Source: an optimization exercise on an open RTL-to-GDS flow (aim: small area and a short achievable clock period). Production flows keep margins and buffers that such runs may drop. In this exercise RTL edits were held to simulation tests only and were not proved equivalent to the original. Power is estimated from default activity; no workload was simulated.

==> run A <==
// single_cycle
module single_cycle (
    input  logic        i_clk,
    input  logic        i_reset,
    input  logic [31:0] i_io_sw,
    input  logic [31:0] i_inst,
    output logic [31:0] o_io_ledr,
    output logic [31:0] o_io_ledg,
    output logic [31:0] o_io_lcd,
    output logic [6:0]  o_io_hex0,
    output logic [6:0]  o_io_hex1,
    output logic [6:0]  o_io_hex2,
    output logic [6:0]  o_io_hex3,
    output logic [6:0]  o_io_hex4,
    output logic [6:0]  o_io_hex5,
    output logic [6:0]  o_io_hex6,
    output logic [6:0]  o_io_hex7,
    output logic [31:0] o_pc_debug,
    output logic        o_insn_vld
);
==> flow/config.mk <==
export PLATFORM = sky130hd
export DESIGN_NAME = single_cycle
export DESIGN_NICKNAME = single_cycle
export VERILOG_FILES = /design/flow/design.v
export SDC_FILE = /design/flow/constraint.sdc
export NUM_CORES = 4
export LEC_CHECK = 0
export CAP_MARGIN = 20
export CORE_MARGIN = 2
export CORE_UTILIZATION = 40
export CTS_BUF_LIST = sky130_fd_sc_hd__clkbuf_16
export CTS_CLUSTER_DIAMETER = 60
export CTS_CLUSTER_SIZE = 20
export SLEW_MARGIN = 20
export TNS_END_PERCENT = 0
==> flow/constraint.sdc <==
create_clock -name core_clock -period 33.0 [get_ports {i_clk}]
set_input_delay 6.6000 -clock core_clock [delete_from_list [all_inputs] [get_ports {i_clk}]]
set_output_delay 6.6000 -clock core_clock [all_outputs]
set_load 0.01 [all_outputs]
standard.sh (not shown) runs the stock make flow with config.mk's settings and CLKGATE_MAP_FILE= SYNTH_SCRIPT=/design/flow/synth_recipe.tcl, a recipe that flattens the netlist after the stock synthesis.
==> flow/flow/run.sh <==
#!/bin/bash
# The standard layout (standard.sh) with these differences:
#  - synthesis leaves full adders to ABC (ADDER_MAP_FILE empty), so ABC sees the multiplier's
#    carry-save tree as logic and maps the whole path for delay; registers are unchanged;
#  - every input and output port still gets its own buffer, but a buf_1 instead of a delay cell
#    (repair upsizes the ones on critical paths);
#  - CTS with clkbuf_16 leaves of at most 20 sinks, without dummy loads;
#  - repair_timing aims for more setup slack than the 33 ns clock needs (19 ns up to CTS,
#    18.7 ns after global routing), so critical paths get sized and buffered.
# The clock period and the SDC are the design's.
set -euo pipefail
CTS="-sink_clustering_enable -repair_clock_nets -dont_use_dummy_load -buf_list sky130_fd_sc_hd__clkbuf_16 -sink_clustering_size 20 -sink_clustering_max_diameter 60"
PORTS="-inputs -outputs -buffer_cell sky130_fd_sc_hd__buf_1"
bash standard.sh ADDER_MAP_FILE= "BUFFER_PORTS_ARGS=$PORTS" "CTS_ARGS=$CTS" SETUP_SLACK_MARGIN=19 cts > standard_flow_cts.log 2>&1
bash standard.sh ADDER_MAP_FILE= "BUFFER_PORTS_ARGS=$PORTS" "CTS_ARGS=$CTS" SETUP_SLACK_MARGIN=18.7 finish > standard_flow_finish.log 2>&1
==> inputs of run X, as changes to run A <==
==> flow/flow/run.sh (replaced) <==
#!/bin/bash
# The standard layout (standard.sh) with these differences:
#  - synthesis leaves full adders to ABC (ADDER_MAP_FILE empty), so ABC sees the multiplier's
#    carry-save tree as logic and maps the whole path for delay; registers are unchanged;
#  - every input and output port still gets its own buffer, but a buf_1 instead of a delay cell
#    (repair upsizes the ones on critical paths);
#  - CTS with clkbuf_16 leaves of at most 20 sinks, without dummy loads;
#  - repair_timing aims for more setup slack than the 33 ns clock needs (19.2 ns up to CTS,
#    19.3 ns after global routing), so critical paths get sized and buffered.
# The clock period and the SDC are the design's.
set -euo pipefail
CTS="-sink_clustering_enable -repair_clock_nets -dont_use_dummy_load -buf_list sky130_fd_sc_hd__clkbuf_16 -sink_clustering_size 20 -sink_clustering_max_diameter 60"
PORTS="-inputs -outputs -buffer_cell sky130_fd_sc_hd__buf_1"
bash standard.sh ADDER_MAP_FILE= "BUFFER_PORTS_ARGS=$PORTS" "CTS_ARGS=$CTS" SETUP_SLACK_MARGIN=19.2 cts > standard_flow_cts.log 2>&1
bash standard.sh ADDER_MAP_FILE= "BUFFER_PORTS_ARGS=$PORTS" "CTS_ARGS=$CTS" SETUP_SLACK_MARGIN=19.3 finish > standard_flow_finish.log 2>&1
==> comparison table <==
Drt pass-1 iters: run A 10; run X 16
Register clock-pin slew on the reported worst setup and hold paths: run A 80 ps; run X 50 ps
Via-to-Cell Ratio: run A 6.97; run X 6.94
Minimum hold slack: run A 479 ps; run X 479 ps
Result of the run: run A finished clean; run X finished clean
Number of nets in the layout: run A 13.5k; run X 13.5k
Diodes inserted: run A 61; run X 51
Filler-free cell count of the finished design: run A 17.6k; run X 17.6k
Relative contribution of combinational cells to total power: run A 59.0%; run X 59.3%
Pleak: run A 62.9 nW; run X 63.3 nW
Worst path most repeated cell: run A sky130_fd_sc_hd__nand2_1; run X sky130_fd_sc_hd__buf_4
Data required time of the critical path: run A 33800 ps; run X 33820 ps
Maximum vdd drop: run A 0.000369 V; run X 0.000367 V
Critical-path maximum fanout: run A 33; run X 53
Combinational power: run A 8.45 mW; run X 8.55 mW
Buffers and inverters on the worst path: run A 5; run X 8
DRC marker count from the first detailed-route iteration: run A 22.4k; run X 22.6k

-- static timing again, ports no longer ideal --
The flow's constraints put no driver on any port. The routed layouts listed below were extracted and timed again, unchanged, in two steps. Step 1 (the two cells are an assumption about what drives the block):
set clk [get_ports {i_clk}]
set_driving_cell -lib_cell sky130_fd_sc_hd__clkbuf_16 $clk
set_driving_cell -lib_cell sky130_fd_sc_hd__buf_2 [delete_from_list [all_inputs] $clk]
Step 2 also shifts input and output timing later by t, the mid clock arrival at the registers, as if the neighbouring blocks saw the same clock. Slacks: no drivers / after step 1 / after step 2; pairs: no drivers / after step 1.
run	shift t [ns]	slack for setup (ns)	worst slew at a driven data input, ns	cell pins on the clock port's net
run A	1.017	18.429 / 18.517 / 17.500	0.22	1
run X	1.012	18.546 / 18.611 / 17.622	0.21	1
After both steps setup and hold are still met in every run listed. For run A, which loses most, drivers alone change the setup slack by +0.088 ns; drivers and shift together by -0.929 ns.
